What follows belongs to an exercise in optimizing a design on an open flow for small area, a short achievable clock period and few clock cycles per item; a production flow would make more cautious choices. At most, simulation tests tie the RTL to the original design; equivalence was not proved. Power and IR drop assume default switching activity.

==> run a: inputs <==
## booth_multiplier
module booth_multiplier(
    input         clk,
    input         reset_n,
    input         op_start,
    input         op_clear,
    input  [31:0] multiplier,
    input  [31:0] multiplicand,
    output        op_done,
    output [63:0] result
);
  reg busy, done;
  reg [2:0] cnt;
  wire last = (cnt == 4);
  reg  [31:0] m_q;             
  reg  [31:0] lo_q;            
  reg  [31:0] s_q, c_q;       
  reg         bq;              
  reg         cy_q;            
  assign op_done = done;
  assign result  = {s_q[31:0], lo_q};
  wire [3:0] ng;
  wire [32:0] e0;
  wire one0 = lo_q[0] ^ bq;
  wire two0 = (lo_q[1] & ~lo_q[0] & ~bq) | (~lo_q[1] & lo_q[0] & bq);
  assign ng[0] = lo_q[1];
  wire [32:0] mg0 = ({33{one0}} & {m_q[31], m_q}) | ({33{two0}} & {m_q, 1'b0});
  wire [32:0] pp0 = mg0 ^ {33{ng[0]}};
  assign e0 = {~pp0[32], pp0[31:0]};
  wire [32:0] e1;
  wire one1 = lo_q[2] ^ lo_q[1];
  wire two1 = (lo_q[3] & ~lo_q[2] & ~lo_q[1]) | (~lo_q[3] & lo_q[2] & lo_q[1]);
  assign ng[1] = lo_q[3];
  wire [32:0] mg1 = ({33{one1}} & {m_q[31], m_q}) | ({33{two1}} & {m_q, 1'b0});
  wire [32:0] pp1 = mg1 ^ {33{ng[1]}};
  assign e1 = {~pp1[32], pp1[31:0]};
  wire [32:0] e2;
  wire one2 = lo_q[4] ^ lo_q[3];
  wire two2 = (lo_q[5] & ~lo_q[4] & ~lo_q[3]) | (~lo_q[5] & lo_q[4] & lo_q[3]);
  assign ng[2] = lo_q[5];
  wire [32:0] mg2 = ({33{one2}} & {m_q[31], m_q}) | ({33{two2}} & {m_q, 1'b0});
  wire [32:0] pp2 = mg2 ^ {33{ng[2]}};
  assign e2 = {~pp2[32], pp2[31:0]};
  wire [32:0] e3;
  wire one3 = lo_q[6] ^ lo_q[5];
  wire two3 = (lo_q[7] & ~lo_q[6] & ~lo_q[5]) | (~lo_q[7] & lo_q[6] & lo_q[5]);
  assign ng[3] = lo_q[7];
  wire [32:0] mg3 = ({33{one3}} & {m_q[31], m_q}) | ({33{two3}} & {m_q, 1'b0});
  wire [32:0] pp3 = mg3 ^ {33{ng[3]}};
  assign e3 = {~pp3[32], pp3[31:0]};
  wire fs1;
  wire fc2;
  wire hs3;
  wire hc4;
  wire fs5;
  wire fc6;
  wire hs7;
  wire hc8;
  wire fs9;
  wire fc10;
  wire fs11;
  wire fc12;
  wire hs13;
  wire hc14;
  wire fs15;
  wire fc16;
  wire fs17;
  wire fc18;
  wire hs19;
  wire hc20;
  wire fs21;
  wire fc22;
  wire fs23;
  wire fc24;
  wire fs25;
  wire fc26;
  wire hs27;
  wire hc28;
  wire fs29;
  wire fc30;
  wire fs31;
  wire fc32;
  wire fs33;
  wire fc34;
  wire hs35;
  wire hc36;
  ...
export LEC_CHECK = 0
export CAP_MARGIN = 20
export CORE_MARGIN = 2
export CORE_UTILIZATION = 40
export PLACE_DENSITY = 0.6
export SETUP_SLACK_MARGIN = 2.5
export SLEW_MARGIN = 20
create_clock -name core_clock -period 5.0 [get_ports {clk}]
run.sh (not shown) runs the stock make flow with config.mk's settings and CLKGATE_MAP_FILE= SYNTH_SCRIPT=/design/flow/synth_recipe.tcl, a recipe that flattens the netlist after the stock synthesis.
==> run b: changes against run a <==
- SETUP_SLACK_MARGIN: 2.5 -> default
==> run c: changes against run a <==
- SETUP_SLACK_MARGIN: 2.5 -> 1.5
==> notes <==
- Between run a and run c, the lower worst setup slack is in run a (gap 0.067 ns).
- In sequential cell count, run c and run b do not differ.
- Synthesized cell count is the same in run a and run c.
- In sequential power, run b and run a hardly differ.
- Core utilization: run a > run c > run b.
==> figures <==
Outcome: run c timing/DRC/antenna clean; run a timing/DRC/antenna clean; run b timing/DRC/antenna clean
Fraction of the core area covered by cells at the end of the flow: run c 0.538; run a 0.563; run b 0.464
Sequential Power Share: run c 0.131; run a 0.118; run b 0.159
Multi-input gate area in the final layout: run c 11700 um2; run a 12500 um2; run b 10500 um2
Combinational power: run c 0.0103 W; run a 0.0120 W; run b 0.00806 W
Number of global-route vias before repair: run c 14.2k; run a 14.8k; run b 13.7k
Arrival time at the worst endpoint: run c 4.13 ns; run a 4.04 ns; run b 4.59 ns
Count of buffers added by post-CTS timing repair for setup: run c 28; run a 49; run b 0
Area delta synth->final: run c 32.2%; run a 38.6%; run b 14.1%
Combinational cell fraction of total power: run c 0.775; run a 0.796; run b 0.722
Data required time of the worst path: run c 5.32 ns; run a 5.17 ns; run b 5.18 ns
Critical path buffers and inverters: run c 7; run a 3; run b 2
No functional check of the RTL was part of any run of this note.

---

==> v38: inputs <==
Another version of the RTL of booth_multiplier (not shown whole).
Settings: LEC_CHECK=0, CAP_MARGIN=20, CORE_MARGIN=2, CORE_UTILIZATION=40, PLACE_DENSITY=0.65, SETUP_SLACK_MARGIN=2.0, SLEW_MARGIN=20, SYNTH_HIERARCHICAL=1, SYNTH_MINIMUM_KEEP_SIZE=0; clock period 5.0 ns.
standard.sh (not shown) runs the stock make flow with config.mk's settings and CLKGATE_MAP_FILE= SYNTH_SCRIPT=/design/flow/synth_recipe.tcl, a recipe that flattens the netlist after the stock synthesis.
==> flow/flow/run.sh <==
#!/bin/bash
# Standard layout, except: plain buf_1 cells as the port buffers, and a clock
# tree of clkbuf_4/clkbuf_8 cells under a clkbuf_16 root, without dummy loads.
export BUFFER_PORTS_ARGS="-buffer_cell sky130_fd_sc_hd__buf_1"
export CTS_ARGS="-sink_clustering_enable -repair_clock_nets -dont_use_dummy_load -root_buf sky130_fd_sc_hd__clkbuf_16 -buf_list \"sky130_fd_sc_hd__clkbuf_4 sky130_fd_sc_hd__clkbuf_8\""
bash standard.sh > standard.log 2>&1
==> v2 (differences from v38) <==
PLACE_DENSITY = 0.85   (was 0.65)
==> qor summary <==
Placer's final routability congestion estimate: v38 0.865; v2 0.900
Area after detailed placement: v38 13700 um^2; v2 13700 um^2
Slew @ Worst Pin: v38 966 ps; v2 889 ps
Placed instance count: v38 1675; v2 1678
Footprint of the multi-input gates: v38 8750 um^2; v2 8710 um^2
Final std cells w/o fill: v38 1708; v2 1710
Worst Reg2Reg Path Length in Cells: v38 11; v2 13
Ratio of final minimum period to clock period: v38 58.9%; v2 59.5%
Maximum operating frequency: v38 0.339 GHz; v2 0.336 GHz
CP Data Required Time: v38 5220 ps; v2 5230 ps
Detail-routed net length per standard cell: v38 19.4 um; v2 20.0 um
Worst setup slack before clock tree synthesis: v38 1640 ps; v2 1580 ps
Static leakage: v38 5.63 nW; v2 5.64 nW
Area share of buffers outside the clock network: v38 5.09%; v2 5.09%
Proportion of cell area occupied by multi-input gates: v38 61.1%; v2 60.9%
Met3 track demand over resource: v38 3.54%; v2 3.97%
Status: v38 complete, no violations; v2 complete, no violations
Sequential power: v38 2.09 mW; v2 2.08 mW
Global Route met2 Usage: v38 29.8%; v2 31.3%
Fraction of layout instances using a drive strength above 1: v38 12.8%; v2 12.8%
Worst setup skew after layout: v38 34.9 ps; v2 34.9 ps
Fill cells: v38 3223; v2 3105
Buffer count excluding the clock tree in the final layout: v38 160; v2 162
Maximum net fanout on the critical path: v38 7; v2 5
No functional check of the RTL was part of any run of this note.

---

==> trial 65 <==
booth_multiplier, a different RTL version from the one above (not shown whole).
export LEC_CHECK = 0
export CAP_MARGIN = 20
export CORE_MARGIN = 2
export CORE_UTILIZATION = 40
export PLACE_DENSITY = 0.6
export SETUP_SLACK_MARGIN = 2.0
export SLEW_MARGIN = 20
export SYNTH_HIERARCHICAL = 1
export SYNTH_MINIMUM_KEEP_SIZE = 0
export TNS_END_PERCENT = 20
create_clock -name core_clock -period 5.0 [get_ports {clk}]
==> flow/flow/run.sh <==
#!/bin/bash
# Standard layout, except: plain buf_1 cells as the port buffers, and a
# clock tree of clkbuf_4 cells without dummy loads.
export BUFFER_PORTS_ARGS="-buffer_cell sky130_fd_sc_hd__buf_1"
export CTS_ARGS="-sink_clustering_enable -repair_clock_nets -dont_use_dummy_load -root_buf sky130_fd_sc_hd__clkbuf_16 -buf_list \"sky130_fd_sc_hd__clkbuf_4 sky130_fd_sc_hd__clkbuf_8\""
bash standard.sh > standard.log 2>&1
==> trial 35 (differences from trial 65) <==
- ABC_AREA: unset -> 1
- TNS_END_PERCENT: 20 -> unset
==> build 5 (differences from trial 65) <==
--- a/flow/design.v
+++ b/flow/design.v
@@ -5,14 +5,15 @@
     input         op_clear,
     input  [31:0] multiplier,
     input  [31:0] multiplicand,
     output        op_done,
     output [63:0] result
 );
   reg       busy, done;
+  reg       first;                        
   reg [2:0] cnt;
   wire      idle = !busy && !done;
   wire      fin  = cnt[2];                        
   wire      last = (cnt == 3'd3);         
   reg  [31:0] m_q;           
   reg  [31:0] lo_q;          
   reg  [31:0] s_q, c_q;      
@@ -29,14 +30,16 @@
       for (i = 0; i < 4; i = i + 1) begin
         enc[i]         = x[2*i+1] ^ x[2*i];
         enc[4+i]     = (x[2*i+2] & ~x[2*i+1] & ~x[2*i]) | (~x[2*i+2] & x[2*i+1] & x[2*i]);
         enc[8+i]   = x[2*i+2];
       end
     end
   endfunction
+  wire [31:0] s_g = s_q & {32{~first}};
+  wire [31:0] c_g = c_q & {32{~first}};
   wire [11:0] enc_next = busy ? enc(lo_q[15:8], lo_q[7]) : enc(multiplier[7:0], 1'b0);
   wire [32:0] mg0 = ({33{one_q[0]}} & {m_q[31], m_q}) | ({33{two_q[0]}} & {m_q, 1'b0});
   wire [32:0] pp0 = mg0 ^ {33{ng_q[0]}};
   wire [32:0] e0 = {~pp0[32], pp0[31:0]};
   wire [32:0] mg1 = ({33{one_q[1]}} & {m_q[31], m_q}) | ({33{two_q[1]}} & {m_q, 1'b0});
   wire [32:0] pp1 = mg1 ^ {33{ng_q[1]}};
   wire [32:0] e1 = {~pp1[32], pp1[31:0]};
@@ -366,157 +369,157 @@
   wire fc318;
   wire hs319;
   wire hc320;
   wire hs321;
   wire hc322;
   wire fs323;
   wire fc324;
-  mul_fa u_fs1 (.a(c_q[0]), .b(ng_q[0]), .ci(s_q[0]), .s(fs1), .co(fc2));
-  mul_ha u_hs3 (.a(c_q[1]), .b(s_q[1]), .s(hs3), .c(hc4));
+  mul_fa u_fs1 (.a(c_g[0]), .b(ng_q[0]), .ci(s_g[0]), .s(fs1), .co(fc2));
+  mul_ha u_hs3 (.a(c_g[1]), .b(s_g[1]), .s(hs3), .c(hc4));
   mul_ha u_hs5 (.a(hs3), .b(fc2), .s(hs5), .c(hc6));
-  mul_fa u_fs7 (.a(c_q[2]), .b(ng_q[1]), .ci(s_q[2]), .s(fs7), .co(fc8));
+  mul_fa u_fs7 (.a(c_g[2]), .b(ng_q[1]), .ci(s_g[2]), .s(fs7), .co(fc8));
   mul_fa u_fs9 (.a(hc4), .b(fs7), .ci(e0[2]), .s(fs9), .co(fc10));
   mul_ha u_hs11 (.a(e1[0]), .b(hc6), .s(hs11), .c(hc12));
-  mul_ha u_hs13 (.a(c_q[3]), .b(s_q[3]), .s(hs13), .c(hc14));
+  mul_ha u_hs13 (.a(c_g[3]), .b(s_g[3]), .s(hs13), .c(hc14));
   mul_fa u_fs15 (.a(hs13), .b(fc8), .ci(e0[3]), .s(fs15), .co(fc16));
   mul_fa u_fs17 (.a(e1[1]), .b(hc12), .ci(fc10), .s(fs17), .co(fc18));
-  mul_fa u_fs19 (.a(c_q[4]), .b(ng_q[2]), .ci(s_q[4]), .s(fs19), .co(fc20));
+  mul_fa u_fs19 (.a(c_g[4]), .b(ng_q[2]), .ci(s_g[4]), .s(fs19), .co(fc20));
   mul_fa u_fs21 (.a(hc14), .b(fs19), .ci(e0[4]), .s(fs21), .co(fc22));
   mul_ha u_hs23 (.a(e1[2]), .b(e2[0]), .s(hs23), .c(hc24));
   mul_fa u_fs25 (.a(hs23), .b(fc16), .ci(fs21), .s(fs25), .co(fc26));
-  mul_ha u_hs27 (.a(c_q[5]), .b(s_q[5]), .s(hs27), .c(hc28));
+  mul_ha u_hs27 (.a(c_g[5]), .b(s_g[5]), .s(hs27), .c(hc28));
   mul_fa u_fs29 (.a(hs27), .b(fc20), .ci(e0[5]), .s(fs29), .co(fc30));
   mul_fa u_fs31 (.a(e1[3]), .b(e2[1]), .ci(hc24), .s(fs31), .co(fc32));
   mul_fa u_fs33 (.a(fc22), .b(fs29), .ci(fs31), .s(fs33), .co(fc34));
-  mul_fa u_fs35 (.a(c_q[6]), .b(ng_q[3]), .ci(s_q[6]), .s(fs35), .co(fc36));
+  mul_fa u_fs35 (.a(c_g[6]), .b(ng_q[3]), .ci(s_g[6]), .s(fs35), .co(fc36));
   mul_fa u_fs37 (.a(hc28), .b(fs35), .ci(e0[6]), .s(fs37), .co(fc38));
   mul_fa u_fs39 (.a(e1[4]), .b(e2[2]), .ci(e3[0]), .s(fs39), .co(fc40));
   mul_fa u_fs41 (.a(fc30), .b(fs37), .ci(fs39), .s(fs41), .co(fc42));
   mul_ha u_hs43 (.a(fc32), .b(fs41), .s(hs43), .c(hc44));
-  mul_ha u_hs45 (.a(c_q[7]), .b(s_q[7]), .s(hs45), .c(hc46));
+  mul_ha u_hs45 (.a(c_g[7]), .b(s_g[7]), .s(hs45), .c(hc46));
   mul_fa u_fs47 (.a(hs45), .b(fc36), .ci(e0[7]), .s(fs47), .co(fc48));
   mul_fa u_fs49 (.a(e1[5]), .b(e2[3]), .ci(e3[1]), .s(fs49), .co(fc50));
   mul_fa u_fs51 (.a(fc38), .b(fc40), .ci(fs47), .s(fs51), .co(fc52));
   mul_fa u_fs53 (.a(fs49), .b(fc42), .ci(fs51), .s(fs53), .co(fc54));
-  mul_fa u_fs55 (.a(c_q[8]), .b(s_q[8]), .ci(hc46), .s(fs55), .co(fc56));
+  mul_fa u_fs55 (.a(c_g[8]), .b(s_g[8]), .ci(hc46), .s(fs55), .co(fc56));
   mul_fa u_fs57 (.a(last), .b(e0[8]), .ci(e1[6]), .s(fs57), .co(fc58));
   mul_fa u_fs59 (.a(e2[4]), .b(e3[2]), .ci(fs55), .s(fs59), .co(fc60));
   mul_fa u_fs61 (.a(fc48), .b(fc50), .ci(fs57), .s(fs61), .co(fc62));
   mul_fa u_fs63 (.a(fs59), .b(fc52), .ci(fs61), .s(fs63), .co(fc64));
-  mul_fa u_fs65 (.a(c_q[9]), .b(s_q[9]), .ci(last), .s(fs65), .co(fc66));
+  mul_fa u_fs65 (.a(c_g[9]), .b(s_g[9]), .ci(last), .s(fs65), .co(fc66));
   mul_fa u_fs67 (.a(e0[9]), .b(e1[7]), .ci(e2[5]), .s(fs67), .co(fc68));
   mul_fa u_fs69 (.a(e3[3]), .b(fc56), .ci(fs65), .s(fs69), .co(fc70));
   mul_fa u_fs71 (.a(fc58), .b(fs67), .ci(fc60), .s(fs71), .co(fc72));
   mul_fa u_fs73 (.a(fs69), .b(fc62), .ci(fs71), .s(fs73), .co(fc74));
-  mul_ha u_hs75 (.a(c_q[10]), .b(s_q[10]), .s(hs75), .c(hc76));
+  mul_ha u_hs75 (.a(c_g[10]), .b(s_g[10]), .s(hs75), .c(hc76));
   mul_fa u_fs77 (.a(hs75), .b(e0[10]), .ci(e1[8]), .s(fs77), .co(fc78));
   mul_fa u_fs79 (.a(e2[6]), .b(e3[4]), .ci(fc66), .s(fs79), .co(fc80));
   mul_fa u_fs81 (.a(fc68), .b(fs77), .ci(fc70), .s(fs81), .co(fc82));
   mul_fa u_fs83 (.a(fs79), .b(fc72), .ci(fs81), .s(fs83), .co(fc84));
-  mul_fa u_fs85 (.a(c_q[11]), .b(s_q[11]), .ci(hc76), .s(fs85), .co(fc86));
+  mul_fa u_fs85 (.a(c_g[11]), .b(s_g[11]), .ci(hc76), .s(fs85), .co(fc86));
   mul_fa u_fs87 (.a(last), .b(e0[11]), .ci(e1[9]), .s(fs87), .co(fc88));
   mul_fa u_fs89 (.a(e2[7]), .b(e3[5]), .ci(fs85), .s(fs89), .co(fc90));
   mul_fa u_fs91 (.a(fc78), .b(fs87), .ci(fc80), .s(fs91), .co(fc92));
   mul_fa u_fs93 (.a(fs89), .b(fc82), .ci(fs91), .s(fs93), .co(fc94));
-  mul_ha u_hs95 (.a(c_q[12]), .b(s_q[12]), .s(hs95), .c(hc96));
+  mul_ha u_hs95 (.a(c_g[12]), .b(s_g[12]), .s(hs95), .c(hc96));
   mul_fa u_fs97 (.a(hs95), .b(e0[12]), .ci(e1[10]), .s(fs97), .co(fc98));
   mul_fa u_fs99 (.a(e2[8]), .b(e3[6]), .ci(fc86), .s(fs99), .co(fc100));
   mul_fa u_fs101 (.a(fc88), .b(fs97), .ci(fc90), .s(fs101), .co(fc102));
   mul_fa u_fs103 (.a(fs99), .b(fc92), .ci(fs101), .s(fs103), .co(fc104));
-  mul_fa u_fs105 (.a(c_q[13]), .b(s_q[13]), .ci(hc96), .s(fs105), .co(fc106));
+  mul_fa u_fs105 (.a(c_g[13]), .b(s_g[13]), .ci(hc96), .s(fs105), .co(fc106));
   mul_fa u_fs107 (.a(last), .b(e0[13]), .ci(e1[11]), .s(fs107), .co(fc108));
   mul_fa u_fs109 (.a(e2[9]), .b(e3[7]), .ci(fs105), .s(fs109), .co(fc110));
   mul_fa u_fs111 (.a(fc98), .b(fs107), .ci(fc100), .s(fs111), .co(fc112));
   mul_fa u_fs113 (.a(fs109), .b(fc102), .ci(fs111), .s(fs113), .co(fc114));
-  mul_ha u_hs115 (.a(c_q[14]), .b(s_q[14]), .s(hs115), .c(hc116));
+  mul_ha u_hs115 (.a(c_g[14]), .b(s_g[14]), .s(hs115), .c(hc116));
   mul_fa u_fs117 (.a(hs115), .b(e0[14]), .ci(e1[12]), .s(fs117), .co(fc118));
   mul_fa u_fs119 (.a(e2[10]), .b(e3[8]), .ci(fc106), .s(fs119), .co(fc120));
   mul_fa u_fs121 (.a(fc108), .b(fs117), .ci(fc110), .s(fs121), .co(fc122));
   mul_fa u_fs123 (.a(fs119), .b(fc112), .ci(fs121), .s(fs123), .co(fc124));
-  mul_fa u_fs125 (.a(c_q[15]), .b(s_q[15]), .ci(hc116), .s(fs125), .co(fc126));
+  mul_fa u_fs125 (.a(c_g[15]), .b(s_g[15]), .ci(hc116), .s(fs125), .co(fc126));
   mul_fa u_fs127 (.a(last), .b(e0[15]), .ci(e1[13]), .s(fs127), .co(fc128));
   mul_fa u_fs129 (.a(e2[11]), .b(e3[9]), .ci(fs125), .s(fs129), .co(fc130));
   mul_fa u_fs131 (.a(fc118), .b(fs127), .ci(fc120), .s(fs131), .co(fc132));
   mul_fa u_fs133 (.a(fs129), .b(fc122), .ci(fs131), .s(fs133), .co(fc134));
-  mul_ha u_hs135 (.a(c_q[16]), .b(s_q[16]), .s(hs135), .c(hc136));
+  mul_ha u_hs135 (.a(c_g[16]), .b(s_g[16]), .s(hs135), .c(hc136));
   mul_fa u_fs137 (.a(hs135), .b(e0[16]), .ci(e1[14]), .s(fs137), .co(fc138));
   mul_fa u_fs139 (.a(e2[12]), .b(e3[10]), .ci(fc126), .s(fs139), .co(fc140));
   mul_fa u_fs141 (.a(fc128), .b(fs137), .ci(fc130), .s(fs141), .co(fc142));
   mul_fa u_fs143 (.a(fs139), .b(fc132), .ci(fs141), .s(fs143), .co(fc144));
-  mul_fa u_fs145 (.a(c_q[17]), .b(s_q[17]), .ci(hc136), .s(fs145), .co(fc146));
+  mul_fa u_fs145 (.a(c_g[17]), .b(s_g[17]), .ci(hc136), .s(fs145), .co(fc146));
   mul_fa u_fs147 (.a(last), .b(e0[17]), .ci(e1[15]), .s(fs147), .co(fc148));
   mul_fa u_fs149 (.a(e2[13]), .b(e3[11]), .ci(fs145), .s(fs149), .co(fc150));
   mul_fa u_fs151 (.a(fc138), .b(fs147), .ci(fc140), .s(fs151), .co(fc152));
   mul_fa u_fs153 (.a(fs149), .b(fc142), .ci(fs151), .s(fs153), .co(fc154));
-  mul_ha u_hs155 (.a(c_q[18]), .b(s_q[18]), .s(hs155), .c(hc156));
+  mul_ha u_hs155 (.a(c_g[18]), .b(s_g[18]), .s(hs155), .c(hc156));
   mul_fa u_fs157 (.a(hs155), .b(e0[18]), .ci(e1[16]), .s(fs157), .co(fc158));
   mul_fa u_fs159 (.a(e2[14]), .b(e3[12]), .ci(fc146), .s(fs159), .co(fc160));
   mul_fa u_fs161 (.a(fc148), .b(fs157), .ci(fc150), .s(fs161), .co(fc162));
   mul_fa u_fs163 (.a(fs159), .b(fc152), .ci(fs161), .s(fs163), .co(fc164));
-  mul_fa u_fs165 (.a(c_q[19]), .b(s_q[19]), .ci(hc156), .s(fs165), .co(fc166));
+  mul_fa u_fs165 (.a(c_g[19]), .b(s_g[19]), .ci(hc156), .s(fs165), .co(fc166));
   mul_fa u_fs167 (.a(last), .b(e0[19]), .ci(e1[17]), .s(fs167), .co(fc168));
   mul_fa u_fs169 (.a(e2[15]), .b(e3[13]), .ci(fs165), .s(fs169), .co(fc170));
   mul_fa u_fs171 (.a(fc158), .b(fs167), .ci(fc160), .s(fs171), .co(fc172));
   mul_fa u_fs173 (.a(fs169), .b(fc162), .ci(fs171), .s(fs173), .co(fc174));
-  mul_ha u_hs175 (.a(c_q[20]), .b(s_q[20]), .s(hs175), .c(hc176));
+  mul_ha u_hs175 (.a(c_g[20]), .b(s_g[20]), .s(hs175), .c(hc176));
   mul_fa u_fs177 (.a(hs175), .b(e0[20]), .ci(e1[18]), .s(fs177), .co(fc178));
   mul_fa u_fs179 (.a(e2[16]), .b(e3[14]), .ci(fc166), .s(fs179), .co(fc180));
   mul_fa u_fs181 (.a(fc168), .b(fs177), .ci(fc170), .s(fs181), .co(fc182));
   mul_fa u_fs183 (.a(fs179), .b(fc172), .ci(fs181), .s(fs183), .co(fc184));
-  mul_fa u_fs185 (.a(c_q[21]), .b(s_q[21]), .ci(hc176), .s(fs185), .co(fc186));
+  mul_fa u_fs185 (.a(c_g[21]), .b(s_g[21]), .ci(hc176), .s(fs185), .co(fc186));
   mul_fa u_fs187 (.a(last), .b(e0[21]), .ci(e1[19]), .s(fs187), .co(fc188));
   mul_fa u_fs189 (.a(e2[17]), .b(e3[15]), .ci(fs185), .s(fs189), .co(fc190));
   mul_fa u_fs191 (.a(fc178), .b(fs187), .ci(fc180), .s(fs191), .co(fc192));
   mul_fa u_fs193 (.a(fs189), .b(fc182), .ci(fs191), .s(fs193), .co(fc194));
-  mul_ha u_hs195 (.a(c_q[22]), .b(s_q[22]), .s(hs195), .c(hc196));
+  mul_ha u_hs195 (.a(c_g[22]), .b(s_g[22]), .s(hs195), .c(hc196));
   mul_fa u_fs197 (.a(hs195), .b(e0[22]), .ci(e1[20]), .s(fs197), .co(fc198));
   mul_fa u_fs199 (.a(e2[18]), .b(e3[16]), .ci(fc186), .s(fs199), .co(fc200));
   mul_fa u_fs201 (.a(fc188), .b(fs197), .ci(fc190), .s(fs201), .co(fc202));
   mul_fa u_fs203 (.a(fs199), .b(fc192), .ci(fs201), .s(fs203), .co(fc204));
-  mul_fa u_fs205 (.a(c_q[23]), .b(s_q[23]), .ci(hc196), .s(fs205), .co(fc206));
+  mul_fa u_fs205 (.a(c_g[23]), .b(s_g[23]), .ci(hc196), .s(fs205), .co(fc206));
   mul_fa u_fs207 (.a(last), .b(e0[23]), .ci(e1[21]), .s(fs207), .co(fc208));
   mul_fa u_fs209 (.a(e2[19]), .b(e3[17]), .ci(fs205), .s(fs209), .co(fc210));
   mul_fa u_fs211 (.a(fc198), .b(fs207), .ci(fc200), .s(fs211), .co(fc212));
   mul_fa u_fs213 (.a(fs209), .b(fc202), .ci(fs211), .s(fs213), .co(fc214));
-  mul_ha u_hs215 (.a(c_q[24]), .b(s_q[24]), .s(hs215), .c(hc216));
+  mul_ha u_hs215 (.a(c_g[24]), .b(s_g[24]), .s(hs215), .c(hc216));
   mul_fa u_fs217 (.a(hs215), .b(e0[24]), .ci(e1[22]), .s(fs217), .co(fc218));
   mul_fa u_fs219 (.a(e2[20]), .b(e3[18]), .ci(fc206), .s(fs219), .co(fc220));
   mul_fa u_fs221 (.a(fc208), .b(fs217), .ci(fc210), .s(fs221), .co(fc222));
   mul_fa u_fs223 (.a(fs219), .b(fc212), .ci(fs221), .s(fs223), .co(fc224));
-  mul_fa u_fs225 (.a(c_q[25]), .b(s_q[25]), .ci(hc216), .s(fs225), .co(fc226));
+  mul_fa u_fs225 (.a(c_g[25]), .b(s_g[25]), .ci(hc216), .s(fs225), .co(fc226));
   mul_fa u_fs227 (.a(last), .b(e0[25]), .ci(e1[23]), .s(fs227), .co(fc228));
   mul_fa u_fs229 (.a(e2[21]), .b(e3[19]), .ci(fs225), .s(fs229), .co(fc230));
   mul_fa u_fs231 (.a(fc218), .b(fs227), .ci(fc220), .s(fs231), .co(fc232));
   mul_fa u_fs233 (.a(fs229), .b(fc222), .ci(fs231), .s(fs233), .co(fc234));
-  mul_ha u_hs235 (.a(c_q[26]), .b(s_q[26]), .s(hs235), .c(hc236));
+  mul_ha u_hs235 (.a(c_g[26]), .b(s_g[26]), .s(hs235), .c(hc236));
   mul_fa u_fs237 (.a(hs235), .b(e0[26]), .ci(e1[24]), .s(fs237), .co(fc238));
   mul_fa u_fs239 (.a(e2[22]), .b(e3[20]), .ci(fc226), .s(fs239), .co(fc240));
   mul_fa u_fs241 (.a(fc228), .b(fs237), .ci(fc230), .s(fs241), .co(fc242));
   mul_fa u_fs243 (.a(fs239), .b(fc232), .ci(fs241), .s(fs243), .co(fc244));
-  mul_fa u_fs245 (.a(c_q[27]), .b(s_q[27]), .ci(hc236), .s(fs245), .co(fc246));
+  mul_fa u_fs245 (.a(c_g[27]), .b(s_g[27]), .ci(hc236), .s(fs245), .co(fc246));
   mul_fa u_fs247 (.a(last), .b(e0[27]), .ci(e1[25]), .s(fs247), .co(fc248));
   mul_fa u_fs249 (.a(e2[23]), .b(e3[21]), .ci(fs245), .s(fs249), .co(fc250));
   mul_fa u_fs251 (.a(fc238), .b(fs247), .ci(fc240), .s(fs251), .co(fc252));
   mul_fa u_fs253 (.a(fs249), .b(fc242), .ci(fs251), .s(fs253), .co(fc254));
-  mul_ha u_hs255 (.a(c_q[28]), .b(s_q[28]), .s(hs255), .c(hc256));
+  mul_ha u_hs255 (.a(c_g[28]), .b(s_g[28]), .s(hs255), .c(hc256));
   mul_fa u_fs257 (.a(hs255), .b(e0[28]), .ci(e1[26]), .s(fs257), .co(fc258));
   mul_fa u_fs259 (.a(e2[24]), .b(e3[22]), .ci(fc246), .s(fs259), .co(fc260));
   mul_fa u_fs261 (.a(fc248), .b(fs257), .ci(fc250), .s(fs261), .co(fc262));
   mul_fa u_fs263 (.a(fs259), .b(fc252), .ci(fs261), .s(fs263), .co(fc264));
-  mul_fa u_fs265 (.a(c_q[29]), .b(s_q[29]), .ci(hc256), .s(fs265), .co(fc266));
+  mul_fa u_fs265 (.a(c_g[29]), .b(s_g[29]), .ci(hc256), .s(fs265), .co(fc266));
   mul_fa u_fs267 (.a(last), .b(e0[29]), .ci(e1[27]), .s(fs267), .co(fc268));
   mul_fa u_fs269 (.a(e2[25]), .b(e3[23]), .ci(fs265), .s(fs269), .co(fc270));
   mul_fa u_fs271 (.a(fc258), .b(fs267), .ci(fc260), .s(fs271), .co(fc272));
   mul_fa u_fs273 (.a(fs269), .b(fc262), .ci(fs271), .s(fs273), .co(fc274));
-  mul_ha u_hs275 (.a(c_q[30]), .b(s_q[30]), .s(hs275), .c(hc276));
+  mul_ha u_hs275 (.a(c_g[30]), .b(s_g[30]), .s(hs275), .c(hc276));
   mul_fa u_fs277 (.a(hs275), .b(e0[30]), .ci(e1[28]), .s(fs277), .co(fc278));
   mul_fa u_fs279 (.a(e2[26]), .b(e3[24]), .ci(fc266), .s(fs279), .co(fc280));
   mul_fa u_fs281 (.a(fc268), .b(fs277), .ci(fc270), .s(fs281), .co(fc282));
   mul_fa u_fs283 (.a(fs279), .b(fc272), .ci(fs281), .s(fs283), .co(fc284));
-  mul_fa u_fs285 (.a(c_q[31]), .b(s_q[31]), .ci(hc276), .s(fs285), .co(fc286));
+  mul_fa u_fs285 (.a(c_g[31]), .b(s_g[31]), .ci(hc276), .s(fs285), .co(fc286));
   mul_fa u_fs287 (.a(last), .b(e0[31]), .ci(e1[29]), .s(fs287), .co(fc288));
   mul_fa u_fs289 (.a(e2[27]), .b(e3[25]), .ci(fs285), .s(fs289), .co(fc290));
   mul_fa u_fs291 (.a(fc278), .b(fs287), .ci(fc280), .s(fs291), .co(fc292));
   mul_fa u_fs293 (.a(fs289), .b(fc282), .ci(fs291), .s(fs293), .co(fc294));
   mul_fa u_fs295 (.a(e0[32]), .b(e1[30]), .ci(e2[28]), .s(fs295), .co(fc296));
   mul_ha u_hs297 (.a(e3[26]), .b(fc286), .s(hs297), .c(hc298));
   mul_fa u_fs299 (.a(hs297), .b(fc288), .ci(fs295), .s(fs299), .co(fc300));
@@ -537,39 +540,44 @@
   wire [39:0] ad_sum;
   wire        ad_cy;                     
   mul_add40 u_ad (.a({s_q, rs_q}), .b({c_q, rc_q}), .ci(cy_q), .s(ad_sum), .ct(ad_cy));
   assign op_done = done;
   assign result  = {s_q[31:0], lo_q};
   always @(posedge clk or negedge reset_n) begin
     if (!reset_n) begin
-      busy <= 1'b0;
-      done <= 1'b0;
+      busy  <= 1'b0;
+      done  <= 1'b0;
+      first <= 1'b0;
     end else if (op_clear) begin
-      busy <= 1'b0;
-      done <= 1'b0;
+      busy  <= 1'b0;
+      done  <= 1'b0;
+      first <= 1'b0;
     end else if (idle) begin
-      busy <= op_start;
+      busy  <= op_start;
+      first <= op_start;
     end else if (busy && fin) begin
       busy <= 1'b0;
       done <= 1'b1;
+    end else begin
+      first <= 1'b0;
     end
   end
   always @(posedge clk) begin
     cnt <= busy ? cnt + 3'd1 : 3'd0;
     if (!busy)
       m_q <= multiplicand;
     if (idle)
       lo_q <= multiplier;
     else if (busy)
       lo_q <= {ad_sum[7:0], lo_q[31:8]};
     if (idle)
       s_q  <= 0;
     else if (busy)
       s_q  <= fin ? ad_sum[39:8] : sn[39:8];
-    c_q  <= busy ? cn[39:8] : 32'd0;
+    c_q  <= cn[39:8];
     rs_q <= busy ? sn[7:0] : 8'd0;
     rc_q <= busy ? cn[7:0] : 8'd0;
     cy_q <= busy & ad_cy;
     {ng_q, two_q, one_q} <= enc_next;
   end
 endmodule
 module mul_fa(input a, input b, input ci, output s, output co);
- TNS_END_PERCENT: 20 -> unset
==> run notes <==
| metric | trial 65 | trial 35 | build 5 |
|---|---|---|---|
| Synth Area in Compound Gates | 13.2% | 10.4% | 12.8% |
| Met3 WL | 1650 um | 2310 um | 1570 um |
| Clock transition at the register clock pins on the worst setup and hold paths after CTS | 0.10 ns | 0.10 ns | 0.07 ns |
| Fill cells | 3129 | 3352 | 3024 |
| Met1 WL | 15300 um | 15700 um | 15600 um |
| Multi-input combinational cell count | 844 | 1114 | 879 |
| Simple-gate portion of the synthesized area | 6.35% | 14.1% | 7.91% |
| Gpl congestion | 0.858 | 0.858 | 0.846 |
| Data required time at the worst endpoint | 5.25 ns | 5.27 ns | 5.24 ns |
| Placement-stage worst setup slack | 1.47 ns | 1.60 ns | 1.32 ns |
| Total wirelength of the detailed-routed design | 33500 um | 35000 um | 34400 um |
| Net Switching | 3240 uW | 3190 uW | 3800 uW |
| Capturing instance or port of the critical path | s_q[25]$_SDFFE_PP0P_ | s_q[20]$_SDFFE_PP0P_ | s_q[23]$_SDFFE_PP0P_ |
| Number of vias per cell after detailed routing | 5.43 | 4.95 | 5.40 |
| Status | timing/DRC/antenna clean | timing/DRC/antenna clean | timing/DRC/antenna clean |
| Inverters excl. clock | 22 | 167 | 21 |
| Area of placed instances | 13700 um^2 | 14400 um^2 | 13800 um^2 |
| Worst setup path startpoint | cy_q$_DFF_P_ | one_q[1]$_DFF_P_ | first$_DFFE_PN0P_ |
| Placeable Area | 32500 um^2 | 33500 um^2 | 32500 um^2 |
| Yosys top cell area share | 22.0% | 21.3% | 22.1% |
Testbench counts of trial 65, summed over its fixed seeds: cycles 11,192, items 1,600.
Testbench counts of trial 35, summed over its fixed seeds: cycles 11,192, items 1,600.
For build 5, only the layout was checked, not whether the RTL still works.

re-timing with driven ports:
No port has a modelled driver above. Below, the same layouts with a new extraction and two added sets of constraints.
Step 1 assumes that a clkbuf_16 drives the clock port and a buf_2 every other input.
Step 2 also shifts input and output timing later by t, the mid clock arrival at the registers, as if the neighbouring blocks saw the same clock.
Three values: no drivers, after step 1, after step 2; two values: the first two.
run | shift t [ns] | setup WS [ns] | worst setup path after step 2 | latest minus earliest clock arrival (ns) | slew at the worst register clock pin (ns)
run a | 0.500 | 1.122 / 1.122 / 1.122 | register to register | 0.014 / 0.014 | 0.07 / 0.07
run b | 0.508 | 0.590 / 0.590 / 0.590 | register to register | 0.008 / 0.009 | 0.07 / 0.07
run c | 0.502 | 1.189 / 1.189 / 1.189 | register to register | 0.009 / 0.009 | 0.07 / 0.07
v38 | 0.423 | 2.054 / 2.054 / 2.054 | register to register | 0.035 / 0.035 | 0.10 / 0.10
v2 | 0.429 | 2.026 / 2.026 / 2.026 | register to register | 0.036 / 0.036 | 0.10 / 0.10
trial 65 | 0.427 | 2.010 / 2.010 / 2.010 | register to register | 0.036 / 0.036 | 0.10 / 0.10
trial 35 | 0.442 | 2.092 / 2.092 / 2.092 | register to register | 0.041 / 0.041 | 0.10 / 0.10
build 5 | 0.436 | 1.893 / 1.893 / 1.893 | register to register | 0.035 / 0.035 | 0.10 / 0.10
After both steps setup and hold are still met in every run listed.
